Context: an optimization exercise on an open-source flow, tuned for small area and a short achievable clock period. The choices shown serve that exercise and are no tape-out recipe.
Only simulation tests tie the RTL to the original design; equivalence was not proved.

[flow/design.v]
module fa (input logic a, b, c, output logic s, co);
  assign s = a ^ b ^ c;
  assign co = (a & b) | (a & c) | (b & c);
endmodule
module ha (input logic a, b, output logic s, co);
  assign s = a ^ b;
  assign co = a & b;
endmodule
module multiplier (input logic [15:0] x, y, output logic [15:0] p);
  logic b1_1;
  logic b2_2;
  logic bn_3;
  logic xn4;
  logic xn5;
  logic xn6;
  logic xn7;
  logic xn8;
  logic xn9;
  logic xn10;
  logic xn11;
  logic xn12;
  logic xn13;
  logic xn14;
  logic xn15;
  logic xn16;
  logic xn17;
  logic xn18;
  logic xn19;
  logic xn20;
  logic pp21;
  logic pp22;
  logic pp23;
  logic pp24;
  logic pp25;
  logic pp26;
  logic pp27;
  logic pp28;
  logic pp29;
  logic pp30;
  logic pp31;
  logic pp32;
  logic pp33;
  logic pp34;
  logic pp35;
  logic pp36;
  logic pp37;
  logic pp38;
  logic b1_39;
  logic b2_40;
  logic bn_41;
  logic xn42;
  logic xn43;
  logic xn44;
  logic xn45;
  logic xn46;
  logic xn47;
  logic xn48;
  logic xn49;
  logic xn50;
  logic xn51;
  logic xn52;
  logic xn53;
  logic xn54;
  logic xn55;
  logic xn56;
  logic xn57;
  logic xn58;
  logic pp59;
  logic pp60;
  logic pp61;
  logic pp62;
  logic pp63;
  logic pp64;
  logic pp65;
  logic pp66;
  logic pp67;
  logic pp68;
  logic pp69;
  logic pp70;
  logic pp71;
  logic pp72;
  logic pp73;
  logic pp74;
  logic pp75;
  logic pp76;
  logic b1_77;
  logic b2_78;
  logic bn_79;
  logic xn80;
  logic xn81;
  logic xn82;
  logic xn83;
  logic xn84;
  logic xn85;
  logic xn86;
  logic xn87;
  logic xn88;
  logic xn89;
  logic xn90;
  logic xn91;
  logic xn92;
  logic xn93;
  logic xn94;
  logic xn95;
  logic xn96;
  logic pp97;
  logic pp98;
  logic pp99;
  logic pp100;
  logic pp101;
  logic pp102;
  logic pp103;
  logic pp104;
  logic pp105;
  logic pp106;
  logic pp107;
  logic pp108;
  logic pp109;
  logic pp110;
  logic pp111;
  logic pp112;
  logic pp113;
  logic pp114;
  logic b1_115;
  logic b2_116;
  logic bn_117;
  logic xn118;
  logic xn119;
  logic xn120;
  logic xn121;
  logic xn122;
  logic xn123;
  logic xn124;
  logic xn125;
  logic xn126;
  logic xn127;
  logic xn128;
  logic xn129;
  logic xn130;
  logic xn131;
  logic xn132;
  logic xn133;
  logic xn134;
  logic pp135;
  logic pp136;
  logic pp137;
  logic pp138;
  logic pp139;
  logic pp140;
  logic pp141;
  logic pp142;
  logic pp143;
  logic pp144;
  logic pp145;
  logic pp146;
  logic pp147;
  logic pp148;
  logic pp149;
  logic pp150;
  logic pp151;
  logic pp152;
  logic b1_153;
  logic b2_154;
  logic bn_155;
  logic xn156;
  logic xn157;
  logic xn158;
  logic xn159;
  logic xn160;
  logic xn161;
  logic xn162;
  logic xn163;
  logic xn164;
  logic xn165;
  logic xn166;
  logic xn167;
  logic xn168;
  logic xn169;
  logic xn170;
  logic xn171;
  logic xn172;
  logic pp173;
  logic pp174;
  logic pp175;
  logic pp176;
  logic pp177;
  logic pp178;
  logic pp179;
  logic pp180;
  logic pp181;
  logic pp182;
  logic pp183;
  logic pp184;
  logic pp185;
  logic pp186;
  logic pp187;
  logic pp188;
  logic pp189;
  logic pp190;
  logic b1_191;
  logic b2_192;
  logic bn_193;
  logic xn194;
  logic xn195;
  logic xn196;
  logic xn197;
  logic xn198;
  logic xn199;
  logic xn200;
  logic xn201;
  logic xn202;
  logic xn203;
  logic xn204;
  logic xn205;
  logic xn206;
  logic xn207;
  logic xn208;
  logic xn209;
  logic xn210;
  logic pp211;
  logic pp212;
  logic pp213;
  logic pp214;
  logic pp215;
  logic pp216;
  logic pp217;
  logic pp218;
  logic pp219;
  logic pp220;
  logic pp221;
  logic pp222;
  logic pp223;
  logic pp224;
  logic pp225;
  logic pp226;
  logic pp227;
  logic pp228;
  logic b1_229;
  logic b2_230;
  logic bn_231;
  logic xn232;
  logic xn233;
  logic xn234;
  logic xn235;
  logic xn236;
  logic xn237;
  logic xn238;
  logic xn239;
  logic xn240;
  logic xn241;
  logic xn242;
  logic xn243;
  logic xn244;
  logic xn245;
  logic xn246;
  logic xn247;
  logic xn248;
  logic pp249;
  logic pp250;
  logic pp251;
  logic pp252;
  logic pp253;
  logic pp254;
  logic pp255;
  logic pp256;
  logic pp257;
  logic pp258;
  logic pp259;
  logic pp260;
  logic pp261;
  logic pp262;
  logic pp263;
  logic pp264;
  logic pp265;
  logic pp266;
  logic b1_267;
  logic b2_268;
  logic bn_269;
  logic xn270;
  logic xn271;
  logic xn272;
  logic xn273;
  logic xn274;
  logic xn275;
  logic xn276;
  logic xn277;
  logic xn278;
  logic xn279;
  logic xn280;
  logic xn281;
  logic xn282;
  logic xn283;
  logic xn284;
  logic xn285;
  logic xn286;
  logic pp287;
  logic pp288;
  logic pp289;
  logic pp290;
  logic pp291;
  logic pp292;
  logic pp293;
  logic pp294;
  logic pp295;
  logic pp296;
  logic pp297;
  logic pp298;
  logic pp299;
  logic pp300;
  logic pp301;
  logic pp302;
  logic pp303;
  logic pp304;
  logic pp305;
  logic pp306;
  logic pp307;
  logic pp308;
  logic pp309;
  logic pp310;
  logic pp311;
  logic pp312;
  logic pp313;
  logic pp314;
  logic pp315;
  logic pp316;
  logic pp317;
  logic pp318;
  logic pp319;
  logic pp320;
  logic s321;
  logic c322;
  logic s323;
  logic c324;
  logic s325;
  logic c326;
  logic s327;
  logic c328;
  logic s329;
  logic c330;
  logic s331;
  logic c332;
  logic s333;
  logic c334;
  logic s335;
  logic c336;
  logic s337;
  logic c338;
  logic s339;
  logic c340;
  logic s341;
  logic c342;
  logic s343;
  logic c344;
  logic s345;
  logic c346;
  logic s347;
  logic c348;
  logic s349;
  logic c350;
  logic s351;
  logic c352;
  logic s353;
  logic c354;
  logic s355;
  logic c356;
  logic s357;
  logic c358;
  logic s359;
  logic c360;
  logic s361;
  logic c362;
  logic s363;
  logic c364;
  logic s365;
  logic c366;
  logic s367;
  logic c368;
  logic s369;
  logic c370;
  logic s371;
  logic c372;
  logic s373;
  logic c374;
  logic s375;
  logic c376;
  logic s377;
  logic c378;
  logic s379;
  logic c380;
  logic s381;
  logic c382;
  logic s383;
  logic c384;
  logic s385;
  logic c386;
  logic s387;
  logic c388;
  logic s389;
  logic c390;
  logic s391;
  logic c392;
  logic s393;
  logic c394;
  logic s395;
  logic c396;
  logic s397;
  logic c398;
  logic s399;
  logic c400;
  logic s401;
  logic c402;
  logic s403;
  logic c404;
  logic s405;
  logic c406;
  logic s407;
  logic c408;
  logic s409;
  logic c410;
  logic s411;
  logic c412;
  logic s413;
  logic c414;
  logic s415;
  logic c416;
  logic s417;
  logic c418;
  logic s419;
  logic c420;
  logic s421;
  logic c422;
  logic s423;
  logic c424;
  logic s425;
  logic c426;
  logic s427;
  logic c428;
  logic s429;
  logic c430;
  logic s431;
  logic c432;
  logic s433;
  logic c434;
  logic s435;
  logic c436;
  logic s437;
  logic c438;
  logic s439;
  logic c440;
  logic s441;
  logic c442;
  logic s443;
  logic c444;
  logic s445;
  logic c446;
  logic s447;
  logic c448;
  logic s449;
  logic c450;
  logic s451;
  logic c452;
  logic s453;
  logic c454;
  logic s455;
  logic c456;
  logic s457;
  logic c458;
  logic s459;
  logic c460;
  logic s461;
  logic c462;
  logic s463;
  logic c464;
  logic s465;
  logic c466;
  logic s467;
  logic c468;
  logic s469;
  logic c470;
  logic s471;
  logic c472;
  logic s473;
  logic c474;
  logic s475;
  logic c476;
  logic s477;
  logic c478;
  logic s479;
  logic c480;
  logic s481;
  logic c482;
  logic s483;
  logic c484;
  logic s485;
  logic c486;
  logic s487;
  logic c488;
  logic s489;
  logic c490;
  logic s491;
  logic c492;
  logic s493;
  logic c494;
  logic s495;
  logic c496;
  logic s497;
  logic c498;
  logic s499;
  logic c500;
  logic s501;
  logic c502;
  logic s503;
  logic c504;
  logic s505;
  logic c506;
  logic s507;
  logic c508;
  logic s509;
  logic c510;
  logic s511;
  logic c512;
  logic s513;
  logic c514;
  logic s515;
  logic c516;
  logic s517;
  logic c518;
  logic s519;
  logic c520;
  logic s521;
  logic c522;
  logic s523;
  logic c524;
  logic s525;
  logic c526;
  logic s527;
  logic c528;
  logic s529;
  logic c530;
  logic s531;
  logic c532;
  logic s533;
  logic c534;
  logic s535;
  logic c536;
  logic s537;
  logic c538;
  logic s539;
  logic c540;
  logic s541;
  logic c542;
  logic s543;
  logic c544;
  logic s545;
  logic c546;
  logic s547;
  logic c548;
  logic s549;
  logic c550;
  logic s551;
  logic c552;
  logic s553;
  logic c554;
  logic s555;
  logic c556;
  logic s557;
  logic c558;
  logic s559;
  logic c560;
  logic s561;
  logic c562;
  logic s563;
  logic c564;
  logic s565;
  logic c566;
  logic s567;
  logic c568;
  logic s569;
  logic c570;
  logic s571;
  logic c572;
  logic s573;
  logic c574;
  logic s575;
  logic c576;
  logic s577;
  logic c578;
  logic s579;
  logic c580;
  logic s581;
  logic c582;
  logic s583;
  logic c584;
  assign b1_1 = y[0] ^ 1'b0;
  assign b2_2 = (y[1] & ~y[0] & ~1'b0) | (~y[1] & y[0] & 1'b0);
  assign bn_3 = y[1] & ~(y[0] & 1'b0);
  assign xn4 = x[0] ^ bn_3;
  assign xn5 = x[1] ^ bn_3;
  assign xn6 = x[2] ^ bn_3;
  assign xn7 = x[3] ^ bn_3;
  assign xn8 = x[4] ^ bn_3;
  assign xn9 = x[5] ^ bn_3;
  assign xn10 = x[6] ^ bn_3;
  assign xn11 = x[7] ^ bn_3;
  assign xn12 = x[8] ^ bn_3;
  assign xn13 = x[9] ^ bn_3;
  assign xn14 = x[10] ^ bn_3;
  assign xn15 = x[11] ^ bn_3;
  assign xn16 = x[12] ^ bn_3;
  assign xn17 = x[13] ^ bn_3;
  assign xn18 = x[14] ^ bn_3;
  assign xn19 = x[15] ^ bn_3;
  assign xn20 = 1'b0 ^ bn_3;
  assign pp21 = (b1_1 & xn4) | (b2_2 & bn_3);
  assign pp22 = (b1_1 & xn5) | (b2_2 & xn4);
  assign pp23 = (b1_1 & xn6) | (b2_2 & xn5);
  assign pp24 = (b1_1 & xn7) | (b2_2 & xn6);
  assign pp25 = (b1_1 & xn8) | (b2_2 & xn7);
  assign pp26 = (b1_1 & xn9) | (b2_2 & xn8);
  assign pp27 = (b1_1 & xn10) | (b2_2 & xn9);
  assign pp28 = (b1_1 & xn11) | (b2_2 & xn10);
  assign pp29 = (b1_1 & xn12) | (b2_2 & xn11);
  assign pp30 = (b1_1 & xn13) | (b2_2 & xn12);
  assign pp31 = (b1_1 & xn14) | (b2_2 & xn13);
  assign pp32 = (b1_1 & xn15) | (b2_2 & xn14);
  assign pp33 = (b1_1 & xn16) | (b2_2 & xn15);
  assign pp34 = (b1_1 & xn17) | (b2_2 & xn16);
  assign pp35 = (b1_1 & xn18) | (b2_2 & xn17);
  assign pp36 = (b1_1 & xn19) | (b2_2 & xn18);
  assign pp37 = (b1_1 & xn20) | (b2_2 & xn19);
  assign pp38 = ~bn_3;
  assign b1_39 = y[2] ^ y[1];
  assign b2_40 = (y[3] & ~y[2] & ~y[1]) | (~y[3] & y[2] & y[1]);
  assign bn_41 = y[3] & ~(y[2] & y[1]);
  assign xn42 = x[0] ^ bn_41;
  assign xn43 = x[1] ^ bn_41;
  assign xn44 = x[2] ^ bn_41;
  assign xn45 = x[3] ^ bn_41;
  assign xn46 = x[4] ^ bn_41;
  assign xn47 = x[5] ^ bn_41;
  assign xn48 = x[6] ^ bn_41;
  assign xn49 = x[7] ^ bn_41;
  assign xn50 = x[8] ^ bn_41;
  assign xn51 = x[9] ^ bn_41;
  assign xn52 = x[10] ^ bn_41;
  assign xn53 = x[11] ^ bn_41;
  assign xn54 = x[12] ^ bn_41;
  assign xn55 = x[13] ^ bn_41;
  assign xn56 = x[14] ^ bn_41;
  assign xn57 = x[15] ^ bn_41;
  assign xn58 = 1'b0 ^ bn_41;
  assign pp59 = (b1_39 & xn42) | (b2_40 & bn_41);
  assign pp60 = (b1_39 & xn43) | (b2_40 & xn42);
  assign pp61 = (b1_39 & xn44) | (b2_40 & xn43);
  assign pp62 = (b1_39 & xn45) | (b2_40 & xn44);
  assign pp63 = (b1_39 & xn46) | (b2_40 & xn45);
  assign pp64 = (b1_39 & xn47) | (b2_40 & xn46);
  assign pp65 = (b1_39 & xn48) | (b2_40 & xn47);
  assign pp66 = (b1_39 & xn49) | (b2_40 & xn48);
  assign pp67 = (b1_39 & xn50) | (b2_40 & xn49);
  assign pp68 = (b1_39 & xn51) | (b2_40 & xn50);
  assign pp69 = (b1_39 & xn52) | (b2_40 & xn51);
  assign pp70 = (b1_39 & xn53) | (b2_40 & xn52);
  assign pp71 = (b1_39 & xn54) | (b2_40 & xn53);
  assign pp72 = (b1_39 & xn55) | (b2_40 & xn54);
  assign pp73 = (b1_39 & xn56) | (b2_40 & xn55);
  assign pp74 = (b1_39 & xn57) | (b2_40 & xn56);
  assign pp75 = (b1_39 & xn58) | (b2_40 & xn57);
  assign pp76 = ~bn_41;
  assign b1_77 = y[4] ^ y[3];
  assign b2_78 = (y[5] & ~y[4] & ~y[3]) | (~y[5] & y[4] & y[3]);
  assign bn_79 = y[5] & ~(y[4] & y[3]);
  assign xn80 = x[0] ^ bn_79;
  assign xn81 = x[1] ^ bn_79;
  assign xn82 = x[2] ^ bn_79;
  assign xn83 = x[3] ^ bn_79;
  assign xn84 = x[4] ^ bn_79;
  assign xn85 = x[5] ^ bn_79;
  assign xn86 = x[6] ^ bn_79;
  assign xn87 = x[7] ^ bn_79;
  assign xn88 = x[8] ^ bn_79;
  assign xn89 = x[9] ^ bn_79;
  assign xn90 = x[10] ^ bn_79;
  assign xn91 = x[11] ^ bn_79;
  assign xn92 = x[12] ^ bn_79;
  assign xn93 = x[13] ^ bn_79;
  assign xn94 = x[14] ^ bn_79;
  assign xn95 = x[15] ^ bn_79;
  assign xn96 = 1'b0 ^ bn_79;
  assign pp97 = (b1_77 & xn80) | (b2_78 & bn_79);
  assign pp98 = (b1_77 & xn81) | (b2_78 & xn80);
  assign pp99 = (b1_77 & xn82) | (b2_78 & xn81);
  assign pp100 = (b1_77 & xn83) | (b2_78 & xn82);
  assign pp101 = (b1_77 & xn84) | (b2_78 & xn83);
  assign pp102 = (b1_77 & xn85) | (b2_78 & xn84);
  assign pp103 = (b1_77 & xn86) | (b2_78 & xn85);
  assign pp104 = (b1_77 & xn87) | (b2_78 & xn86);
  assign pp105 = (b1_77 & xn88) | (b2_78 & xn87);
  assign pp106 = (b1_77 & xn89) | (b2_78 & xn88);
  assign pp107 = (b1_77 & xn90) | (b2_78 & xn89);
  assign pp108 = (b1_77 & xn91) | (b2_78 & xn90);
  assign pp109 = (b1_77 & xn92) | (b2_78 & xn91);
  assign pp110 = (b1_77 & xn93) | (b2_78 & xn92);
  assign pp111 = (b1_77 & xn94) | (b2_78 & xn93);
  assign pp112 = (b1_77 & xn95) | (b2_78 & xn94);
  assign pp113 = (b1_77 & xn96) | (b2_78 & xn95);
  assign pp114 = ~bn_79;
  assign b1_115 = y[6] ^ y[5];
  assign b2_116 = (y[7] & ~y[6] & ~y[5]) | (~y[7] & y[6] & y[5]);
  assign bn_117 = y[7] & ~(y[6] & y[5]);
  assign xn118 = x[0] ^ bn_117;
  assign xn119 = x[1] ^ bn_117;
  assign xn120 = x[2] ^ bn_117;
  assign xn121 = x[3] ^ bn_117;
  assign xn122 = x[4] ^ bn_117;
  assign xn123 = x[5] ^ bn_117;
  assign xn124 = x[6] ^ bn_117;
  assign xn125 = x[7] ^ bn_117;
  assign xn126 = x[8] ^ bn_117;
  assign xn127 = x[9] ^ bn_117;
  assign xn128 = x[10] ^ bn_117;
  assign xn129 = x[11] ^ bn_117;
  assign xn130 = x[12] ^ bn_117;
  assign xn131 = x[13] ^ bn_117;
  assign xn132 = x[14] ^ bn_117;
  assign xn133 = x[15] ^ bn_117;
  assign xn134 = 1'b0 ^ bn_117;
  assign pp135 = (b1_115 & xn118) | (b2_116 & bn_117);
  assign pp136 = (b1_115 & xn119) | (b2_116 & xn118);
  assign pp137 = (b1_115 & xn120) | (b2_116 & xn119);
  assign pp138 = (b1_115 & xn121) | (b2_116 & xn120);
  assign pp139 = (b1_115 & xn122) | (b2_116 & xn121);
  assign pp140 = (b1_115 & xn123) | (b2_116 & xn122);
  assign pp141 = (b1_115 & xn124) | (b2_116 & xn123);
  assign pp142 = (b1_115 & xn125) | (b2_116 & xn124);
  assign pp143 = (b1_115 & xn126) | (b2_116 & xn125);
  assign pp144 = (b1_115 & xn127) | (b2_116 & xn126);
  assign pp145 = (b1_115 & xn128) | (b2_116 & xn127);
  assign pp146 = (b1_115 & xn129) | (b2_116 & xn128);
  assign pp147 = (b1_115 & xn130) | (b2_116 & xn129);
  assign pp148 = (b1_115 & xn131) | (b2_116 & xn130);
  assign pp149 = (b1_115 & xn132) | (b2_116 & xn131);
  assign pp150 = (b1_115 & xn133) | (b2_116 & xn132);
  assign pp151 = (b1_115 & xn134) | (b2_116 & xn133);
  assign pp152 = ~bn_117;
  assign b1_153 = y[8] ^ y[7];
  assign b2_154 = (y[9] & ~y[8] & ~y[7]) | (~y[9] & y[8] & y[7]);
  assign bn_155 = y[9] & ~(y[8] & y[7]);
  assign xn156 = x[0] ^ bn_155;
  assign xn157 = x[1] ^ bn_155;
  assign xn158 = x[2] ^ bn_155;
  assign xn159 = x[3] ^ bn_155;
  assign xn160 = x[4] ^ bn_155;
  assign xn161 = x[5] ^ bn_155;
  assign xn162 = x[6] ^ bn_155;
  assign xn163 = x[7] ^ bn_155;
  assign xn164 = x[8] ^ bn_155;
  assign xn165 = x[9] ^ bn_155;
  assign xn166 = x[10] ^ bn_155;
  assign xn167 = x[11] ^ bn_155;
  assign xn168 = x[12] ^ bn_155;
  assign xn169 = x[13] ^ bn_155;
  assign xn170 = x[14] ^ bn_155;
  assign xn171 = x[15] ^ bn_155;
  assign xn172 = 1'b0 ^ bn_155;
  assign pp173 = (b1_153 & xn156) | (b2_154 & bn_155);
  assign pp174 = (b1_153 & xn157) | (b2_154 & xn156);
  assign pp175 = (b1_153 & xn158) | (b2_154 & xn157);
  assign pp176 = (b1_153 & xn159) | (b2_154 & xn158);
  assign pp177 = (b1_153 & xn160) | (b2_154 & xn159);
  assign pp178 = (b1_153 & xn161) | (b2_154 & xn160);
  assign pp179 = (b1_153 & xn162) | (b2_154 & xn161);
  assign pp180 = (b1_153 & xn163) | (b2_154 & xn162);
  assign pp181 = (b1_153 & xn164) | (b2_154 & xn163);
  assign pp182 = (b1_153 & xn165) | (b2_154 & xn164);
  assign pp183 = (b1_153 & xn166) | (b2_154 & xn165);
  assign pp184 = (b1_153 & xn167) | (b2_154 & xn166);
  assign pp185 = (b1_153 & xn168) | (b2_154 & xn167);
  assign pp186 = (b1_153 & xn169) | (b2_154 & xn168);
  assign pp187 = (b1_153 & xn170) | (b2_154 & xn169);
  assign pp188 = (b1_153 & xn171) | (b2_154 & xn170);
  assign pp189 = (b1_153 & xn172) | (b2_154 & xn171);
  assign pp190 = ~bn_155;
  assign b1_191 = y[10] ^ y[9];
  assign b2_192 = (y[11] & ~y[10] & ~y[9]) | (~y[11] & y[10] & y[9]);
  assign bn_193 = y[11] & ~(y[10] & y[9]);
  assign xn194 = x[0] ^ bn_193;
  assign xn195 = x[1] ^ bn_193;
  assign xn196 = x[2] ^ bn_193;
  assign xn197 = x[3] ^ bn_193;
  assign xn198 = x[4] ^ bn_193;
  assign xn199 = x[5] ^ bn_193;
  assign xn200 = x[6] ^ bn_193;
  assign xn201 = x[7] ^ bn_193;
  assign xn202 = x[8] ^ bn_193;
  assign xn203 = x[9] ^ bn_193;
  assign xn204 = x[10] ^ bn_193;
  assign xn205 = x[11] ^ bn_193;
  assign xn206 = x[12] ^ bn_193;
  assign xn207 = x[13] ^ bn_193;
  assign xn208 = x[14] ^ bn_193;
  assign xn209 = x[15] ^ bn_193;
  assign xn210 = 1'b0 ^ bn_193;
  assign pp211 = (b1_191 & xn194) | (b2_192 & bn_193);
  assign pp212 = (b1_191 & xn195) | (b2_192 & xn194);
  assign pp213 = (b1_191 & xn196) | (b2_192 & xn195);
  assign pp214 = (b1_191 & xn197) | (b2_192 & xn196);
  assign pp215 = (b1_191 & xn198) | (b2_192 & xn197);
  assign pp216 = (b1_191 & xn199) | (b2_192 & xn198);
  assign pp217 = (b1_191 & xn200) | (b2_192 & xn199);
  assign pp218 = (b1_191 & xn201) | (b2_192 & xn200);
  assign pp219 = (b1_191 & xn202) | (b2_192 & xn201);
  assign pp220 = (b1_191 & xn203) | (b2_192 & xn202);
  assign pp221 = (b1_191 & xn204) | (b2_192 & xn203);
  assign pp222 = (b1_191 & xn205) | (b2_192 & xn204);
  assign pp223 = (b1_191 & xn206) | (b2_192 & xn205);
  assign pp224 = (b1_191 & xn207) | (b2_192 & xn206);
  assign pp225 = (b1_191 & xn208) | (b2_192 & xn207);
  assign pp226 = (b1_191 & xn209) | (b2_192 & xn208);
  assign pp227 = (b1_191 & xn210) | (b2_192 & xn209);
  assign pp228 = ~bn_193;
  assign b1_229 = y[12] ^ y[11];
  assign b2_230 = (y[13] & ~y[12] & ~y[11]) | (~y[13] & y[12] & y[11]);
  assign bn_231 = y[13] & ~(y[12] & y[11]);
  assign xn232 = x[0] ^ bn_231;
  assign xn233 = x[1] ^ bn_231;
  assign xn234 = x[2] ^ bn_231;
  assign xn235 = x[3] ^ bn_231;
  assign xn236 = x[4] ^ bn_231;
  assign xn237 = x[5] ^ bn_231;
  assign xn238 = x[6] ^ bn_231;
  assign xn239 = x[7] ^ bn_231;
  assign xn240 = x[8] ^ bn_231;
  assign xn241 = x[9] ^ bn_231;
  assign xn242 = x[10] ^ bn_231;
  assign xn243 = x[11] ^ bn_231;
  assign xn244 = x[12] ^ bn_231;
  assign xn245 = x[13] ^ bn_231;
  assign xn246 = x[14] ^ bn_231;
  assign xn247 = x[15] ^ bn_231;
  assign xn248 = 1'b0 ^ bn_231;
  assign pp249 = (b1_229 & xn232) | (b2_230 & bn_231);
  assign pp250 = (b1_229 & xn233) | (b2_230 & xn232);
  assign pp251 = (b1_229 & xn234) | (b2_230 & xn233);
  assign pp252 = (b1_229 & xn235) | (b2_230 & xn234);
  assign pp253 = (b1_229 & xn236) | (b2_230 & xn235);
  assign pp254 = (b1_229 & xn237) | (b2_230 & xn236);
  assign pp255 = (b1_229 & xn238) | (b2_230 & xn237);
  assign pp256 = (b1_229 & xn239) | (b2_230 & xn238);
  assign pp257 = (b1_229 & xn240) | (b2_230 & xn239);
  assign pp258 = (b1_229 & xn241) | (b2_230 & xn240);
  assign pp259 = (b1_229 & xn242) | (b2_230 & xn241);
  assign pp260 = (b1_229 & xn243) | (b2_230 & xn242);
  assign pp261 = (b1_229 & xn244) | (b2_230 & xn243);
  assign pp262 = (b1_229 & xn245) | (b2_230 & xn244);
  assign pp263 = (b1_229 & xn246) | (b2_230 & xn245);
  assign pp264 = (b1_229 & xn247) | (b2_230 & xn246);
  assign pp265 = (b1_229 & xn248) | (b2_230 & xn247);
  assign pp266 = ~bn_231;
  assign b1_267 = y[14] ^ y[13];
  assign b2_268 = (y[15] & ~y[14] & ~y[13]) | (~y[15] & y[14] & y[13]);
  assign bn_269 = y[15] & ~(y[14] & y[13]);
  assign xn270 = x[0] ^ bn_269;
  assign xn271 = x[1] ^ bn_269;
  assign xn272 = x[2] ^ bn_269;
  assign xn273 = x[3] ^ bn_269;
  assign xn274 = x[4] ^ bn_269;
  assign xn275 = x[5] ^ bn_269;
  assign xn276 = x[6] ^ bn_269;
  assign xn277 = x[7] ^ bn_269;
  assign xn278 = x[8] ^ bn_269;
  assign xn279 = x[9] ^ bn_269;
  assign xn280 = x[10] ^ bn_269;
  assign xn281 = x[11] ^ bn_269;
  assign xn282 = x[12] ^ bn_269;
  assign xn283 = x[13] ^ bn_269;
  assign xn284 = x[14] ^ bn_269;
  assign xn285 = x[15] ^ bn_269;
  assign xn286 = 1'b0 ^ bn_269;
  assign pp287 = (b1_267 & xn270) | (b2_268 & bn_269);
  assign pp288 = (b1_267 & xn271) | (b2_268 & xn270);
  assign pp289 = (b1_267 & xn272) | (b2_268 & xn271);
  assign pp290 = (b1_267 & xn273) | (b2_268 & xn272);
  assign pp291 = (b1_267 & xn274) | (b2_268 & xn273);
  assign pp292 = (b1_267 & xn275) | (b2_268 & xn274);
  assign pp293 = (b1_267 & xn276) | (b2_268 & xn275);
  assign pp294 = (b1_267 & xn277) | (b2_268 & xn276);
  assign pp295 = (b1_267 & xn278) | (b2_268 & xn277);
  assign pp296 = (b1_267 & xn279) | (b2_268 & xn278);
  assign pp297 = (b1_267 & xn280) | (b2_268 & xn279);
  assign pp298 = (b1_267 & xn281) | (b2_268 & xn280);
  assign pp299 = (b1_267 & xn282) | (b2_268 & xn281);
  assign pp300 = (b1_267 & xn283) | (b2_268 & xn282);
  assign pp301 = (b1_267 & xn284) | (b2_268 & xn283);
  assign pp302 = (b1_267 & xn285) | (b2_268 & xn284);
  assign pp303 = (b1_267 & xn286) | (b2_268 & xn285);
  assign pp304 = ~bn_269;
  assign pp305 = x[0] & y[15];
  assign pp306 = x[1] & y[15];
  assign pp307 = x[2] & y[15];
  assign pp308 = x[3] & y[15];
  assign pp309 = x[4] & y[15];
  assign pp310 = x[5] & y[15];
  assign pp311 = x[6] & y[15];
  assign pp312 = x[7] & y[15];
  assign pp313 = x[8] & y[15];
  assign pp314 = x[9] & y[15];
  assign pp315 = x[10] & y[15];
  assign pp316 = x[11] & y[15];
  assign pp317 = x[12] & y[15];
  assign pp318 = x[13] & y[15];
  assign pp319 = x[14] & y[15];
  assign pp320 = x[15] & y[15];
  ha us321 (.a(bn_193), .b(pp103), .s(s321), .co(c322));
  ha us323 (.a(pp104), .b(pp140), .s(s323), .co(c324));
  fa us325 (.a(bn_231), .b(pp105), .c(pp141), .s(s325), .co(c326));
  ha us327 (.a(pp177), .b(pp213), .s(s327), .co(c328));
  fa us329 (.a(pp106), .b(pp142), .c(pp178), .s(s329), .co(c330));
  ha us331 (.a(pp214), .b(pp250), .s(s331), .co(c332));
  fa us333 (.a(bn_269), .b(pp107), .c(pp143), .s(s333), .co(c334));
  fa us335 (.a(pp179), .b(pp215), .c(pp251), .s(s335), .co(c336));
  ha us337 (.a(pp287), .b(pp35), .s(s337), .co(c338));
  fa us339 (.a(pp108), .b(pp144), .c(pp180), .s(s339), .co(c340));
  fa us341 (.a(pp216), .b(pp252), .c(pp288), .s(s341), .co(c342));
  ha us343 (.a(pp36), .b(pp72), .s(s343), .co(c344));
  fa us345 (.a(pp305), .b(pp109), .c(pp145), .s(s345), .co(c346));
  fa us347 (.a(pp181), .b(pp217), .c(pp253), .s(s347), .co(c348));
  fa us349 (.a(pp289), .b(pp37), .c(pp73), .s(s349), .co(c350));
  fa us351 (.a(pp306), .b(bn_3), .c(pp110), .s(s351), .co(c352));
  fa us353 (.a(pp146), .b(pp182), .c(pp218), .s(s353), .co(c354));
  fa us355 (.a(pp254), .b(pp290), .c(pp74), .s(s355), .co(c356));
  fa us357 (.a(pp307), .b(bn_3), .c(pp111), .s(s357), .co(c358));
  fa us359 (.a(pp147), .b(pp183), .c(pp219), .s(s359), .co(c360));
  fa us361 (.a(pp255), .b(pp291), .c(pp75), .s(s361), .co(c362));
  fa us363 (.a(pp308), .b(pp38), .c(pp76), .s(s363), .co(c364));
  fa us365 (.a(pp112), .b(pp148), .c(pp184), .s(s365), .co(c366));
  fa us367 (.a(pp220), .b(pp256), .c(pp292), .s(s367), .co(c368));
  assign s369 = ~(pp309 ^ pp113);
  assign c370 = pp309 | pp113;
  fa us371 (.a(pp149), .b(pp185), .c(pp221), .s(s371), .co(c372));
  ha us373 (.a(pp257), .b(pp293), .s(s373), .co(c374));
  fa us375 (.a(pp310), .b(pp114), .c(pp150), .s(s375), .co(c376));
  fa us377 (.a(pp186), .b(pp222), .c(pp258), .s(s377), .co(c378));
  assign s379 = ~(pp311 ^ pp151);
  assign c380 = pp311 | pp151;
  ha us381 (.a(pp187), .b(pp223), .s(s381), .co(c382));
  fa us383 (.a(pp312), .b(pp152), .c(pp188), .s(s383), .co(c384));
  assign s385 = ~pp313;
  assign c386 = pp313;
  ha us387 (.a(bn_117), .b(pp135), .s(s387), .co(c388));
  ha us389 (.a(pp100), .b(pp136), .s(s389), .co(c390));
  fa us391 (.a(bn_155), .b(pp101), .c(pp137), .s(s391), .co(c392));
  ha us393 (.a(pp173), .b(pp29), .s(s393), .co(c394));
  fa us395 (.a(pp102), .b(pp138), .c(pp174), .s(s395), .co(c396));
  ha us397 (.a(pp30), .b(pp66), .s(s397), .co(c398));
  fa us399 (.a(pp139), .b(pp175), .c(pp211), .s(s399), .co(c400));
  fa us401 (.a(pp31), .b(pp67), .c(s321), .s(s401), .co(c402));
  fa us403 (.a(pp176), .b(pp212), .c(pp32), .s(s403), .co(c404));
  fa us405 (.a(pp68), .b(c322), .c(s323), .s(s405), .co(c406));
  fa us407 (.a(pp249), .b(pp33), .c(pp69), .s(s407), .co(c408));
  fa us409 (.a(c324), .b(s327), .c(s325), .s(s409), .co(c410));
  fa us411 (.a(pp34), .b(pp70), .c(c328), .s(s411), .co(c412));
  fa us413 (.a(s331), .b(c326), .c(s329), .s(s413), .co(c414));
  fa us415 (.a(pp71), .b(c332), .c(s337), .s(s415), .co(c416));
  fa us417 (.a(c330), .b(s333), .c(s335), .s(s417), .co(c418));
  fa us419 (.a(c338), .b(s343), .c(c334), .s(s419), .co(c420));
  fa us421 (.a(c336), .b(s339), .c(s341), .s(s421), .co(c422));
  fa us423 (.a(c344), .b(c340), .c(c342), .s(s423), .co(c424));
  fa us425 (.a(s345), .b(s347), .c(s349), .s(s425), .co(c426));
  fa us427 (.a(c346), .b(c348), .c(c350), .s(s427), .co(c428));
  fa us429 (.a(s351), .b(s353), .c(s355), .s(s429), .co(c430));
  fa us431 (.a(c352), .b(c354), .c(c356), .s(s431), .co(c432));
  fa us433 (.a(s357), .b(s359), .c(s361), .s(s433), .co(c434));
  fa us435 (.a(s363), .b(c358), .c(c360), .s(s435), .co(c436));
  fa us437 (.a(c362), .b(s365), .c(s367), .s(s437), .co(c438));
  fa us439 (.a(c364), .b(s373), .c(c366), .s(s439), .co(c440));
  fa us441 (.a(c368), .b(s369), .c(s371), .s(s441), .co(c442));
  fa us443 (.a(pp294), .b(c374), .c(c370), .s(s443), .co(c444));
  fa us445 (.a(c372), .b(s375), .c(s377), .s(s445), .co(c446));
  fa us447 (.a(pp259), .b(pp295), .c(s381), .s(s447), .co(c448));
  fa us449 (.a(c376), .b(c378), .c(s379), .s(s449), .co(c450));
  fa us451 (.a(pp224), .b(pp260), .c(pp296), .s(s451), .co(c452));
  fa us453 (.a(c382), .b(c380), .c(s383), .s(s453), .co(c454));
  fa us455 (.a(s385), .b(pp189), .c(pp225), .s(s455), .co(c456));
  fa us457 (.a(pp261), .b(pp297), .c(c384), .s(s457), .co(c458));
  fa us459 (.a(pp314), .b(pp190), .c(c386), .s(s459), .co(c460));
  fa us461 (.a(pp226), .b(pp262), .c(pp298), .s(s461), .co(c462));
  assign s463 = ~(pp315 ^ pp227);
  assign c464 = pp315 | pp227;
  ha us465 (.a(pp263), .b(pp299), .s(s465), .co(c466));
  fa us467 (.a(pp316), .b(pp228), .c(pp264), .s(s467), .co(c468));
  assign s469 = ~pp317;
  assign c470 = pp317;
  ha us471 (.a(bn_79), .b(pp25), .s(s471), .co(c472));
  ha us473 (.a(pp26), .b(pp62), .s(s473), .co(c474));
  fa us475 (.a(pp27), .b(pp63), .c(pp99), .s(s475), .co(c476));
  fa us477 (.a(pp28), .b(pp64), .c(c388), .s(s477), .co(c478));
  fa us479 (.a(pp65), .b(c390), .c(s393), .s(s479), .co(c480));
  fa us481 (.a(c394), .b(s397), .c(c392), .s(s481), .co(c482));
  fa us483 (.a(c398), .b(c396), .c(s399), .s(s483), .co(c484));
  fa us485 (.a(c400), .b(s403), .c(c402), .s(s485), .co(c486));
  fa us487 (.a(c404), .b(s407), .c(c406), .s(s487), .co(c488));
  fa us489 (.a(c408), .b(s411), .c(c410), .s(s489), .co(c490));
  fa us491 (.a(c412), .b(s415), .c(c414), .s(s491), .co(c492));
  fa us493 (.a(c416), .b(c418), .c(s419), .s(s493), .co(c494));
  fa us495 (.a(c420), .b(c422), .c(s423), .s(s495), .co(c496));
  fa us497 (.a(c424), .b(c426), .c(s427), .s(s497), .co(c498));
  fa us499 (.a(c428), .b(c430), .c(s431), .s(s499), .co(c500));
  fa us501 (.a(c432), .b(c434), .c(s435), .s(s501), .co(c502));
  fa us503 (.a(c436), .b(c438), .c(s439), .s(s503), .co(c504));
  fa us505 (.a(c440), .b(c442), .c(s443), .s(s505), .co(c506));
  fa us507 (.a(s447), .b(c444), .c(c446), .s(s507), .co(c508));
  fa us509 (.a(s451), .b(c448), .c(c450), .s(s509), .co(c510));
  fa us511 (.a(c452), .b(s455), .c(c454), .s(s511), .co(c512));
  fa us513 (.a(s459), .b(c456), .c(s461), .s(s513), .co(c514));
  fa us515 (.a(c460), .b(s465), .c(c462), .s(s515), .co(c516));
  fa us517 (.a(pp300), .b(c466), .c(c464), .s(s517), .co(c518));
  fa us519 (.a(s469), .b(pp265), .c(pp301), .s(s519), .co(c520));
  fa us521 (.a(pp318), .b(pp266), .c(c470), .s(s521), .co(c522));
  assign s523 = ~pp319;
  assign c524 = pp319;
  ha us525 (.a(bn_41), .b(pp23), .s(s525), .co(c526));
  ha us527 (.a(pp24), .b(pp60), .s(s527), .co(c528));
  fa us529 (.a(pp61), .b(pp97), .c(s471), .s(s529), .co(c530));
  fa us531 (.a(pp98), .b(c472), .c(s473), .s(s531), .co(c532));
  fa us533 (.a(c474), .b(s387), .c(s475), .s(s533), .co(c534));
  fa us535 (.a(s389), .b(c476), .c(s477), .s(s535), .co(c536));
  fa us537 (.a(s391), .b(c478), .c(s479), .s(s537), .co(c538));
  fa us539 (.a(s395), .b(c480), .c(s481), .s(s539), .co(c540));
  fa us541 (.a(s401), .b(c482), .c(s483), .s(s541), .co(c542));
  fa us543 (.a(s405), .b(c484), .c(s485), .s(s543), .co(c544));
  fa us545 (.a(s409), .b(c486), .c(s487), .s(s545), .co(c546));
  fa us547 (.a(s413), .b(c488), .c(s489), .s(s547), .co(c548));
  fa us549 (.a(s417), .b(c490), .c(s491), .s(s549), .co(c550));
  fa us551 (.a(s421), .b(c492), .c(s493), .s(s551), .co(c552));
  fa us553 (.a(s425), .b(c494), .c(s495), .s(s553), .co(c554));
  fa us555 (.a(s429), .b(c496), .c(s497), .s(s555), .co(c556));
  fa us557 (.a(s433), .b(c498), .c(s499), .s(s557), .co(c558));
  fa us559 (.a(s437), .b(c500), .c(s501), .s(s559), .co(c560));
  fa us561 (.a(s441), .b(c502), .c(s503), .s(s561), .co(c562));
  fa us563 (.a(s445), .b(c504), .c(s505), .s(s563), .co(c564));
  fa us565 (.a(s449), .b(c506), .c(s507), .s(s565), .co(c566));
  fa us567 (.a(s453), .b(c508), .c(s509), .s(s567), .co(c568));
  fa us569 (.a(s457), .b(c510), .c(s511), .s(s569), .co(c570));
  fa us571 (.a(c458), .b(s513), .c(c512), .s(s571), .co(c572));
  fa us573 (.a(s463), .b(c514), .c(s515), .s(s573), .co(c574));
  fa us575 (.a(s467), .b(c516), .c(s517), .s(s575), .co(c576));
  fa us577 (.a(c468), .b(s519), .c(c518), .s(s577), .co(c578));
  fa us579 (.a(pp302), .b(s521), .c(c520), .s(s579), .co(c580));
  fa us581 (.a(s523), .b(pp303), .c(c522), .s(s581), .co(c582));
  fa us583 (.a(pp320), .b(pp304), .c(c524), .s(s583), .co(c584));
  logic [31:0] ra, rb, sum;
  assign ra = {s583, s581, s579, s577, c574, s573, c570, c568, c566, c564, c562, c560, c558, c556, c554, c552, c550, c548, c546, c544, c542, c540, c538, c536, c534, c532, c530, c528, c526, pp59, pp22, bn_3};
  assign rb = {c582, c580, c578, c576, s575, c572, s571, s569, s567, s565, s563, s561, s559, s557, s555, s553, s551, s549, s547, s545, s543, s541, s539, s537, s535, s533, s531, s529, s527, s525, 1'b0, pp21};
  logic [31:0] g0, p0;
  assign g0 = ra & rb;
  assign p0 = ra ^ rb;
  logic gg1_1, pp1_1;
  assign gg1_1 = g0[1] | (p0[1] & g0[0]);
  assign pp1_1 = p0[1] & p0[0];
  logic gg1_3, pp1_3;
  assign gg1_3 = g0[3] | (p0[3] & g0[2]);
  assign pp1_3 = p0[3] & p0[2];
  logic gg1_5, pp1_5;
  assign gg1_5 = g0[5] | (p0[5] & g0[4]);
  assign pp1_5 = p0[5] & p0[4];
  logic gg1_7, pp1_7;
  assign gg1_7 = g0[7] | (p0[7] & g0[6]);
  assign pp1_7 = p0[7] & p0[6];
  logic gg1_9, pp1_9;
  assign gg1_9 = g0[9] | (p0[9] & g0[8]);
  assign pp1_9 = p0[9] & p0[8];
  logic gg1_11, pp1_11;
  assign gg1_11 = g0[11] | (p0[11] & g0[10]);
  assign pp1_11 = p0[11] & p0[10];
  logic gg1_13, pp1_13;
  assign gg1_13 = g0[13] | (p0[13] & g0[12]);
  assign pp1_13 = p0[13] & p0[12];
  logic gg1_15, pp1_15;
  assign gg1_15 = g0[15] | (p0[15] & g0[14]);
  assign pp1_15 = p0[15] & p0[14];
  logic gg1_17, pp1_17;
  assign gg1_17 = g0[17] | (p0[17] & g0[16]);
  assign pp1_17 = p0[17] & p0[16];
  logic gg1_19, pp1_19;
  assign gg1_19 = g0[19] | (p0[19] & g0[18]);
  assign pp1_19 = p0[19] & p0[18];
  logic gg1_21, pp1_21;
  assign gg1_21 = g0[21] | (p0[21] & g0[20]);
  assign pp1_21 = p0[21] & p0[20];
  logic gg1_23, pp1_23;
  assign gg1_23 = g0[23] | (p0[23] & g0[22]);
  assign pp1_23 = p0[23] & p0[22];
  logic gg1_25, pp1_25;
  assign gg1_25 = g0[25] | (p0[25] & g0[24]);
  assign pp1_25 = p0[25] & p0[24];
  logic gg1_27, pp1_27;
  assign gg1_27 = g0[27] | (p0[27] & g0[26]);
  assign pp1_27 = p0[27] & p0[26];
  logic gg1_29, pp1_29;
  assign gg1_29 = g0[29] | (p0[29] & g0[28]);
  assign pp1_29 = p0[29] & p0[28];
  logic gg1_31, pp1_31;
  assign gg1_31 = g0[31] | (p0[31] & g0[30]);
  assign pp1_31 = p0[31] & p0[30];
  logic gg2_3, pp2_3;
  assign gg2_3 = gg1_3 | (pp1_3 & gg1_1);
  assign pp2_3 = pp1_3 & pp1_1;
  logic gg2_7, pp2_7;
  assign gg2_7 = gg1_7 | (pp1_7 & gg1_5);
  assign pp2_7 = pp1_7 & pp1_5;
  logic gg2_11, pp2_11;
  assign gg2_11 = gg1_11 | (pp1_11 & gg1_9);
  assign pp2_11 = pp1_11 & pp1_9;
  logic gg2_15, pp2_15;
  assign gg2_15 = gg1_15 | (pp1_15 & gg1_13);
  assign pp2_15 = pp1_15 & pp1_13;
  logic gg2_19, pp2_19;
  assign gg2_19 = gg1_19 | (pp1_19 & gg1_17);
  assign pp2_19 = pp1_19 & pp1_17;
  logic gg2_23, pp2_23;
  assign gg2_23 = gg1_23 | (pp1_23 & gg1_21);
  assign pp2_23 = pp1_23 & pp1_21;
  logic gg2_27, pp2_27;
  assign gg2_27 = gg1_27 | (pp1_27 & gg1_25);
  assign pp2_27 = pp1_27 & pp1_25;
  logic gg2_31, pp2_31;
  assign gg2_31 = gg1_31 | (pp1_31 & gg1_29);
  assign pp2_31 = pp1_31 & pp1_29;
  logic gg3_7, pp3_7;
  assign gg3_7 = gg2_7 | (pp2_7 & gg2_3);
  assign pp3_7 = pp2_7 & pp2_3;
  logic gg3_15, pp3_15;
  assign gg3_15 = gg2_15 | (pp2_15 & gg2_11);
  assign pp3_15 = pp2_15 & pp2_11;
  logic gg3_23, pp3_23;
  assign gg3_23 = gg2_23 | (pp2_23 & gg2_19);
  assign pp3_23 = pp2_23 & pp2_19;
  logic gg3_31, pp3_31;
  assign gg3_31 = gg2_31 | (pp2_31 & gg2_27);
  assign pp3_31 = pp2_31 & pp2_27;
  logic gg4_15, pp4_15;
  assign gg4_15 = gg3_15 | (pp3_15 & gg3_7);
  assign pp4_15 = pp3_15 & pp3_7;
  logic gg4_31, pp4_31;
  assign gg4_31 = gg3_31 | (pp3_31 & gg3_23);
  assign pp4_31 = pp3_31 & pp3_23;
  logic gg5_31, pp5_31;
  assign gg5_31 = gg4_31 | (pp4_31 & gg4_15);
  assign pp5_31 = pp4_31 & pp4_15;
  logic gg7_23, pp7_23;
  assign gg7_23 = gg3_23 | (pp3_23 & gg4_15);
  assign pp7_23 = pp3_23 & pp4_15;
  logic gg8_11, pp8_11;
  assign gg8_11 = gg2_11 | (pp2_11 & gg3_7);
  assign pp8_11 = pp2_11 & pp3_7;
  logic gg8_19, pp8_19;
  assign gg8_19 = gg2_19 | (pp2_19 & gg4_15);
  assign pp8_19 = pp2_19 & pp4_15;
  logic gg8_27, pp8_27;
  assign gg8_27 = gg2_27 | (pp2_27 & gg7_23);
  assign pp8_27 = pp2_27 & pp7_23;
  logic gg9_5, pp9_5;
  assign gg9_5 = gg1_5 | (pp1_5 & gg2_3);
  assign pp9_5 = pp1_5 & pp2_3;
  logic gg9_9, pp9_9;
  assign gg9_9 = gg1_9 | (pp1_9 & gg3_7);
  assign pp9_9 = pp1_9 & pp3_7;
  logic gg9_13, pp9_13;
  assign gg9_13 = gg1_13 | (pp1_13 & gg8_11);
  assign pp9_13 = pp1_13 & pp8_11;
  logic gg9_17, pp9_17;
  assign gg9_17 = gg1_17 | (pp1_17 & gg4_15);
  assign pp9_17 = pp1_17 & pp4_15;
  logic gg9_21, pp9_21;
  assign gg9_21 = gg1_21 | (pp1_21 & gg8_19);
  assign pp9_21 = pp1_21 & pp8_19;
  logic gg9_25, pp9_25;
  assign gg9_25 = gg1_25 | (pp1_25 & gg7_23);
  assign pp9_25 = pp1_25 & pp7_23;
  logic gg9_29, pp9_29;
  assign gg9_29 = gg1_29 | (pp1_29 & gg8_27);
  assign pp9_29 = pp1_29 & pp8_27;
  logic gg10_2, pp10_2;
  assign gg10_2 = g0[2] | (p0[2] & gg1_1);
  assign pp10_2 = p0[2] & pp1_1;
  logic gg10_4, pp10_4;
  assign gg10_4 = g0[4] | (p0[4] & gg2_3);
  assign pp10_4 = p0[4] & pp2_3;
  logic gg10_6, pp10_6;
  assign gg10_6 = g0[6] | (p0[6] & gg9_5);
  assign pp10_6 = p0[6] & pp9_5;
  logic gg10_8, pp10_8;
  assign gg10_8 = g0[8] | (p0[8] & gg3_7);
  assign pp10_8 = p0[8] & pp3_7;
  logic gg10_10, pp10_10;
  assign gg10_10 = g0[10] | (p0[10] & gg9_9);
  assign pp10_10 = p0[10] & pp9_9;
  logic gg10_12, pp10_12;
  assign gg10_12 = g0[12] | (p0[12] & gg8_11);
  assign pp10_12 = p0[12] & pp8_11;
  logic gg10_14, pp10_14;
  assign gg10_14 = g0[14] | (p0[14] & gg9_13);
  assign pp10_14 = p0[14] & pp9_13;
  logic gg10_16, pp10_16;
  assign gg10_16 = g0[16] | (p0[16] & gg4_15);
  assign pp10_16 = p0[16] & pp4_15;
  logic gg10_18, pp10_18;
  assign gg10_18 = g0[18] | (p0[18] & gg9_17);
  assign pp10_18 = p0[18] & pp9_17;
  logic gg10_20, pp10_20;
  assign gg10_20 = g0[20] | (p0[20] & gg8_19);
  assign pp10_20 = p0[20] & pp8_19;
  logic gg10_22, pp10_22;
  assign gg10_22 = g0[22] | (p0[22] & gg9_21);
  assign pp10_22 = p0[22] & pp9_21;
  logic gg10_24, pp10_24;
  assign gg10_24 = g0[24] | (p0[24] & gg7_23);
  assign pp10_24 = p0[24] & pp7_23;
  logic gg10_26, pp10_26;
  assign gg10_26 = g0[26] | (p0[26] & gg9_25);
  assign pp10_26 = p0[26] & pp9_25;
  logic gg10_28, pp10_28;
  assign gg10_28 = g0[28] | (p0[28] & gg8_27);
  assign pp10_28 = p0[28] & pp8_27;
  logic gg10_30, pp10_30;
  assign gg10_30 = g0[30] | (p0[30] & gg9_29);
  assign pp10_30 = p0[30] & pp9_29;
  assign sum[0] = p0[0];
  assign sum[31:1] = p0[31:1] ^ {gg10_30, gg9_29, gg10_28, gg8_27, gg10_26, gg9_25, gg10_24, gg7_23, gg10_22, gg9_21, gg10_20, gg8_19, gg10_18, gg9_17, gg10_16, gg4_15, gg10_14, gg9_13, gg10_12, gg8_11, gg10_10, gg9_9, gg10_8, gg3_7, gg10_6, gg9_5, gg10_4, gg2_3, gg10_2, gg1_1, g0[0]};
  assign p = sum[30:15];
endmodule
module divider (input logic [15:0] N,D,IA0,IA1,IA2,IA3,
                input logic clk, reset, kSave, nSave, dSave, kNextSel,
                input logic [1:0] muxSelB,
                output logic [15:0] quotient, remainder);
  logic [15:0] n, d, k, left, right, p;
  logic s0, s1, s2, s3, sk;
  assign s0 = ~reset & kNextSel & (D[14:13] == 2'd0);
  assign s1 = ~reset & kNextSel & (D[14:13] == 2'd1);
  assign s2 = ~reset & kNextSel & (D[14:13] == 2'd2);
  assign s3 = ~reset & kNextSel & (D[14:13] == 2'd3);
  assign sk = ~reset & ~kNextSel;
  assign left = ({16{s0}} & IA0) | ({16{s1}} & IA1) | ({16{s2}} & IA2) | ({16{s3}} & IA3)
              | ({16{sk}} & k);
  always_comb
    case (muxSelB)
      2'd0: right = N;
      2'd1: right = D;
      2'd2: right = n;
      default: right = d;
    endcase
  multiplier mult(.x(left), .y(right), .p(p));
  always_ff @(posedge clk) begin
    if (nSave | reset) n <= p;
    if (dSave | reset) d <= p;
    if (kSave | reset) k <= ~(p | {16{reset}});
    if (nSave | reset) quotient <= n & {16{~reset}};
  end
  assign remainder = 16'b0;
endmodule
[flow/flow/run.sh]
#!/bin/bash
# Own layout flow: the standard flow (standard.sh) with these changes:
#  - synthesis keeps the full-adder and half-adder modules (fa, ha) as their own modules so
#    each becomes one sky130 fa/ha cell, and extracts adders only inside them (not in the rest
#    of the logic, e.g. the final carry-lookahead adder); the netlist is then flattened and
#    renamed exactly as the standard synthesis script does;
#  - port buffers are small buf cells instead of the default delay-buffer cell;
#  - timing repair aims for extra setup margin (SETUP_SLACK_MARGIN).
set -euo pipefail
W=$PWD
export SYNTH_KEEP_MODULES="fa ha"
export BUFFER_PORTS_ARGS="-buffer_cell sky130_fd_sc_hd__buf_1"
export ABC_AREA=1
export SETUP_SLACK_MARGIN=8.4
sed 's#^  extract_fa {\*}\[dont_use_extract_fa_args\]$#  extract_fa {*}[dont_use_extract_fa_args] fa ha#' \
  "$FLOW_HOME/scripts/synth.tcl" > "$W/synth_mod.tcl"
grep -q 'extract_fa {\*}\[dont_use_extract_fa_args\] fa ha' "$W/synth_mod.tcl"
sed "s#\$::env(SCRIPTS_DIR)/synth.tcl#$W/synth_mod.tcl#" "$W/synth_recipe.tcl" > "$W/own_synth.tcl"
grep -q "source $W/synth_mod.tcl" "$W/own_synth.tcl"
sed "s#SYNTH_SCRIPT=[^ ]*#SYNTH_SCRIPT=$W/own_synth.tcl#" "$W/standard.sh" > "$W/own_standard.sh"
grep -q "SYNTH_SCRIPT=$W/own_synth.tcl" "$W/own_standard.sh"
bash "$W/own_standard.sh" > "$W/standard_flow.log" 2>&1
[flow/standard.sh]
#!/bin/bash
# synth_recipe.tcl (not shown) runs the flow's synth.tcl, then flattens the netlist and writes it again
# the make line also repeats each setting of config.mk as NAME=value (left out here)
make -C /OpenROAD-flow-scripts/flow DESIGN_CONFIG=/design/flow/config.mk WORK_HOME=/design/flow/orfs CLKGATE_MAP_FILE= SYNTH_SCRIPT=/design/flow/synth_recipe.tcl "${@:-finish}"
[flow/config.mk]
export PLATFORM = sky130hd
export DESIGN_NAME = divider
export DESIGN_NICKNAME = divider
export VERILOG_FILES = /design/flow/design.v
export SDC_FILE = /design/flow/constraint.sdc
export NUM_CORES = 4
export LEC_CHECK = 0
export CAP_MARGIN = 20
export CORE_MARGIN = 2
export CORE_UTILIZATION = 40
export CTS_BUF_LIST = sky130_fd_sc_hd__clkbuf_8
export SLEW_MARGIN = 20
[flow/constraint.sdc]
create_clock -name core_clock -period 18.0 [get_ports {clk}]
set_input_delay 3.6000 -clock core_clock [delete_from_list [all_inputs] [get_ports {clk}]]
set_output_delay 3.6000 -clock core_clock [all_outputs]
set_load 0.01 [all_outputs]
==> results.ini, run 1 <==
[worst_setup_path]
startpoint_type=primary input
reg2reg_depth=22
r2r_start=n[15]$_DFFE_PP_
cp.arrival_ps=9300
reg2reg_to=k[15]$_DFFE_PP_
end_kind=flip-flop
setup.worst_path.class=primary input to flip-flop
required_ps=18090
cp_max_fo=26
reg2reg_slack_ps=12150

[placement]
dpl.hpwl_um=22200
placed_cell_area_um2=10200
dpl.cell_count=1487
port_buffers=119
place.gp.congestion=0.900

[status]
status=complete, no violations

[grt]
antenna_found_initial=0
grt_pass1_wl_um=42400
grt_max_degree=39
grt_pass1_vias=8088
grtUsageTotal_pct=22.3
overflow=0

[synth]
ys.flop_type=edfxtp_1
synth_largest_area_cell=fa_1
synthDistinctLibCells=46
synth_edf_count=64
ys_top_cells_by_area=fa_1, edfxtp_1, xor2_1
ys_ff_latch=64
syn_area_per_cell_um2=8.78
yosysWarnings=1
syn-instance-count=1085
async_flop_share_pct=0
synth_area_um2=9530
ys_seq_area_share_pct=20.2
synth_top_area_share_pct=22.7

[worst_hold_path]
hold_path_end=quotient[7]$_DFFE_PP_
min_path_type=flip-flop to flip-flop
min_from=n[7]$_DFFE_PP_
min_path_cells=2

[die]
start_util_pct=40.7
rows=56
fp.dieW_um=158
dieArea_um2=25100
die_h_um=158
io_pins=136
core_um2=23400

[cts]
cts_buffers=9
cts_root_buf=clkbuf_8
clk_pin_slew_ps=70
clk_latency_ps=350
clock_sinks=64
htreeDepth=3
cts_tree=yes
clk_path_buf_depth=2
cts_hold_buf=0

[sta]
fmax_mhz=109
setup-tns-final_ps=0
hold-worst-slack_ps=548
min_period_over_period_pct=51.2
finalHoldViolCount=0
maxSlewHeadroom_pct=44.8
fin_worst_skew_ps=12.5
worst_slew_pin_slew_ps=822
finalSetupViolations=0
grt_setup_unrepaired=yes
final_max_slew_viol_count=0
min_period_ps=9210

[layout]
antenna_cells=0
layout_commonest_cell=nand2_1
fin_util_pct=45.7
nets=1444
area.growth.synth_to_final_pct=12.3
fin_area_um2=10700
layout_common_cells=nand2_1, xor2_1, o22ai_1, buf_1, inv_1
drive_above_1_share_pct=12.8
instances_no_fill=1539

[route]
drc_errors=0
wl_um=28200
drtPass1Iterations=5
drt-initial-drc-count=626
detail_route.wl_per_cell_um=18.3
via_per_inst=5.34
route.antenna.remaining_nets=0
num_vias=8217

[flow_run]
drv_cap=0

==> registers in the layout (all words and copies together) (netlist names) <==
| register | cells |
|---|---|
| k | 16 |
| n | 16 |
| quotient | 16 |
| d | 16 |
==> modules after synthesis (local to each module, per instance) <==
module | times used | area [um^2] | flip-flops and latches
fa | 108 | 20.0 | 0
ha | 17 | 12.5 | 0
divider | 1 | 7150 | 64
==> per-stage QoR <==
stage	setup WS (ps)
final	8790
after global routing	8380
after CTS	8410
after detailed placement	7510
after global placement	7550
after floorplan	9310
==> critical path, stage by stage <==
cell       delay, ps
clkbuf_2         200
nand2_4          290
o2111ai_1        210
o21ai_1          370
nor2_2           110
nor2_4           540
xor2_1           270
o22ai_1          130
fa_1             560
fa_1             430
fa_1             530
fa_1             440
xor2_1           220
a31oi_1          420
o221ai_1         190
nor2_1           190
nand2_4          110
nand2_4           70
nand2_4           60
nand2_2           70
nand3_1           70
nand2_2          110
nor2_2            30
==> cells by family after synthesis <==
| family | count (synthesis) | share of synthesized area, % |
|---|---|---|
| AND/OR/NAND/NOR | 358 | 19.1 |
| XOR/XNOR | 139 | 12.8 |
| other | 1 | 0.0394 |
| adder cells (fa/ha/maj) | 125 | 24.9 |
| flip-flops | 64 | 20.2 |
| buffers and inverters | 187 | 8.61 |
| AO/OA/AOI/OAI | 211 | 14.4 |
==> layer usage <==
layer	wire, um	vias to the layer above	GRT usage [%]
met5	0	-	0
met4	911	0	7.98
met3	1910	62	4.00
met2	13500	328	37.8
met1	11900	3931	28.7
li1	-	3896	-
==> layout make-up <==
class | instances | area [um^2]
clock buffer | 9 | 124
tap | 319 | 399
fill | 2351 | 12700
multi-input combinational | 849 | 6900
inverter | 129 | 494
clock inverter | 7 | 56.3
sequential | 64 | 1920
timing repair buffer | 162 | 801
==> Yosys cell counts, types with 2 or more instances <==
cell type / instances
nor2_2: 9
buf_1: 4
nand3_2: 2
clkbuf_1: 21
a21oi_2: 3
nor4_4: 7
buf_6: 4
a22o_1: 12
o21bai_1: 3
edfxtp_1: 64
nor4_1: 7
nor2_8: 2
buf_4: 20
inv_2: 13
o221ai_1: 5
a21oi_1: 8
a31oi_1: 3
a221oi_1: 2
buf_2: 9
xnor2_1: 15
nand2_2: 20
o22ai_1: 124
nor2_1: 103
nand2_4: 9
a221oi_2: 2
o21ai_0: 30
xor2_1: 124
nor2_4: 7
o2111ai_1: 11
or2_2: 3
nand2_1: 146
ha_1: 17
fa_1: 108
inv_1: 114
nor3_1: 4
o21ai_1: 6
or2_0: 3
nand3_1: 33
==> worst max-delay path by stage <==
stage	start	to	slack (ps)
after floorplan	muxSelB[1]	k[12]$_DFFE_PP_	9310
after global placement	muxSelB[1]	k[15]$_DFFE_PP_	7550
after detailed placement	muxSelB[0]	k[15]$_DFFE_PP_	7510
after CTS	muxSelB[1]	k[8]$_DFFE_PP_	8410
after global routing	muxSelB[0]	k[4]$_DFFE_PP_	8380
final	muxSelB[1]	k[15]$_DFFE_PP_	8790
==> timing repair <==
item	4_1_cts	5_1_grt
buffers inserted	2	34
pin swaps	1	8
gates resized for setup	4	20
setup endpoints to repair	45	46
==> run 2, diff against run 1 <==
--- a/flow/flow/run.sh
+++ b/flow/flow/run.sh
@@ -12,5 +12,5 @@
 export BUFFER_PORTS_ARGS="-buffer_cell sky130_fd_sc_hd__buf_1"
 export ABC_AREA=1
-export SETUP_SLACK_MARGIN=8.4
+export SETUP_SLACK_MARGIN=9.3
 sed 's#^  extract_fa {\*}\[dont_use_extract_fa_args\]$#  extract_fa {*}[dont_use_extract_fa_args] fa ha#' \
   "$FLOW_HOME/scripts/synth.tcl" > "$W/synth_mod.tcl"
==> run 2 against run 1 <==
Area after synthesis unchanged. Still clean on timing, DRC and antenna. Critical path depth increased by 9. Worst setup slack improved by 600 ps. Largest cell class unchanged. Via count increased by 6.5%. Maximum frequency increased by 7.0%. Sequential share of layout area decreased by 2.5 points.
==> results.ini, run 2 <==
[layout]
area.growth.synth_to_final_pct=30.7
instances_no_fill=1613
layout_common_cells=nand2_1, buf_1, inv_1, o22ai_1, fa_1
drive_above_1_share_pct=28.6
nets=1518
layout_commonest_cell=nand2_1
antenna_cells=0
nFillCells=2118
fin_util_pct=53.2

[sta]
fin_worst_skew_ps=9.33
maxSlewHeadroom_pct=43.9
setup-tns-final_ps=0
grt_setup_unrepaired=yes
finalHoldViolCount=0
min_period_ps=8610
fmax_mhz=116
hold-worst-slack_ps=551
finalSetupViolations=0
worst_slew_pin_slew_ps=842
timing.final.ws_setup_ps=9390
min_period_over_period_pct=47.8
final_max_slew_viol_count=0

[synth]
synth.most_common_cell=nand2_1
synth_edf_count=64
synthTopCellsByCount=nand2_1, o22ai_1, xor2_1, inv_1, fa_1
async_flop_share_pct=0
ys.flop_type=edfxtp_1
synth_largest_area_cell=fa_1
synth_area_um2=9530
ys_seq_area_share_pct=20.2
synthDistinctLibCells=46
synth_top_area_share_pct=22.7
ys_top_cells_by_area=fa_1, edfxtp_1, xor2_1
syn_area_per_cell_um2=8.78
yosysWarnings=1
syn-instance-count=1085
ys_ff_latch=64

[worst_setup_path]
required_ps=18110
r2r_start=n[5]$_DFFE_PP_
end_kind=flip-flop
startpoint_type=primary input
reg2reg_depth=28
cp_max_fo=10
cp_common_cell=nand2_1
crit_slowest_cell=fa_1
reg2reg_to=k[15]$_DFFE_PP_
cp.arrival_ps=8710
reg2reg_slack_ps=12640
setup.worst_path.class=primary input to flip-flop
max_stage_delay_ps=550

[grt]
grt_pass1_vias=8552
overflow=0
grt_pass1_wl_um=44400
grt_max_degree=39
grtUsageTotal_pct=23.2
antenna_found_initial=0

[placement]
place.gp.congestion=0.900
port_buffers=119
detailedPlace.worstSlack_ps=7510
dpl.cell_count=1487
dpl.hpwl_um=22200

[route]
wl_um=30900
detail_route.wl_per_cell_um=19.2
drt-initial-drc-count=610
via_per_inst=5.43
route.antenna.remaining_nets=0
drc_errors=0
drtPass1Iterations=5
num_vias=8752

[die]
io_pins=136
core_um2=23400
start_util_pct=40.7
rows=56
fp.dieW_um=158
dieArea_um2=25100
die_h_um=158

[cts]
htreeDepth=3
cts_hold_buf=0
cts_tree=yes
clk_path_buf_depth=2
clk_latency_ps=350
cts_buffers=9
cts_root_buf=clkbuf_8
clk_pin_slew_ps=70
clock_sinks=64

[worst_hold_path]
min_path_cells=2
min_path_type=flip-flop to flip-flop
hold_path_end=quotient[14]$_DFFE_PP_
min_from=n[14]$_DFFE_PP_

[status]
status=complete, no violations

[flow_run]
drv_cap=0

-- run 2: what timing repair did --
item / in CTS / in global routing
cloned: 1 / 2
endpoints found under the setup margin: 48 / 48
buffers inserted: 62 / 45
resized for setup: 58 / 181
pin swaps: 17 / 60
-- run 2: final cells by class --
cell class / count / area, um^2 / area share, %
flip-flops and latches: 64 / 1920 / 15.4
well taps: 319 / 399 / 3.21
repair buffers: 234 / 1580 / 12.7
inverters: 129 / 507 / 4.07
clock buffers: 9 / 124 / 0.995
multi-input cells: 849 / 7850 / 63.0
clock inverters: 7 / 56.3 / 0.452
repair inverters: 2 / 12.5 / 0.100
-- run 2: cells by family (layout without fill, tap and decap cells) --
family / Yosys count / in the layout / synth area share [%]
AOI/OAI and AO/OA: 211 / 211 / 14.4
xor gates and xnor gates: 139 / 139 / 12.8
adders and majority gates: 125 / 125 / 24.9
buffers and inverters: 187 / 381 / 8.61
DFF: 64 / 64 / 20.2
other: 1 / 16 / 0.0394
and+or+nand+nor: 358 / 358 / 19.1
-- run 2: stage by stage --
step	instance area (um^2)
after floorplan	9580
after global placement	10200
after detailed placement	10200
after CTS	11100
after global routing	12500
final	12500
-- run 2: routing by layer --
layer	vias up	GRT usage [%]	routed length (um)
li1	4022	-	-
met1	4245	28.8	12300
met2	401	40.4	15100
met3	84	4.60	2440
met4	0	8.02	1150
met5	-	0	0
-- run 2: how the worst max path moves through the flow --
stage | start | end | slack (ps) | cells past startpoint
after global routing | muxSelB[1] | k[12]$_DFFE_PP_ | 9150 | 32
after floorplan | muxSelB[1] | k[12]$_DFFE_PP_ | 9310 | 27
after global placement | muxSelB[1] | k[15]$_DFFE_PP_ | 7550 | 23
after CTS | muxSelB[0] | k[15]$_DFFE_PP_ | 9310 | 31
after detailed placement | muxSelB[0] | k[15]$_DFFE_PP_ | 7510 | 23
final | muxSelB[0] | k[15]$_DFFE_PP_ | 9390 | 32
-- run 2: Yosys stat by module, one instance, submodules excluded --
| module | area (um^2) | flops+latches | times used |
|---|---|---|---|
| divider | 7150 | 64 | 1 |
| fa | 20.0 | 0 | 108 |
| ha | 12.5 | 0 | 17 |
-- run 2: worst max-delay path, delay by kind of cell --
family	cells	cell delay, ps
AND/OR/NAND/NOR	17	1640
buffers and inverters	7	840
adder cells (fa/ha/maj)	4	1940
XOR/XNOR	1	180
AO/OA/AOI/OAI	3	450

-- port drivers added, routing unchanged --
In the flow no input, the clock included, has a driving cell. The finished layouts below were timed again as built, in two steps.
Step 1: set_driving_cell puts a clkbuf_16 on clk and a buf_2 on each other input, an assumption about the parent block.
Step 2 also shifts input and output timing later by t, the mid clock arrival at the registers, as if the neighbouring blocks saw the same clock.
Slacks: ideal ports / drivers / drivers and shift; pairs: ideal ports / drivers.
run | t (ns) | setup WS [ns] | worst data-port slew with drivers (ns)
run 1 | 0.372 | 8.792 / 8.800 / 8.427 | 0.05
run 2 | 0.374 | 9.395 / 9.298 / 8.924 | 0.16
After both steps setup and hold are still met in every run listed. For run 2, which loses most, drivers alone change the setup slack by -0.097 ns; drivers and shift together by -0.471 ns.
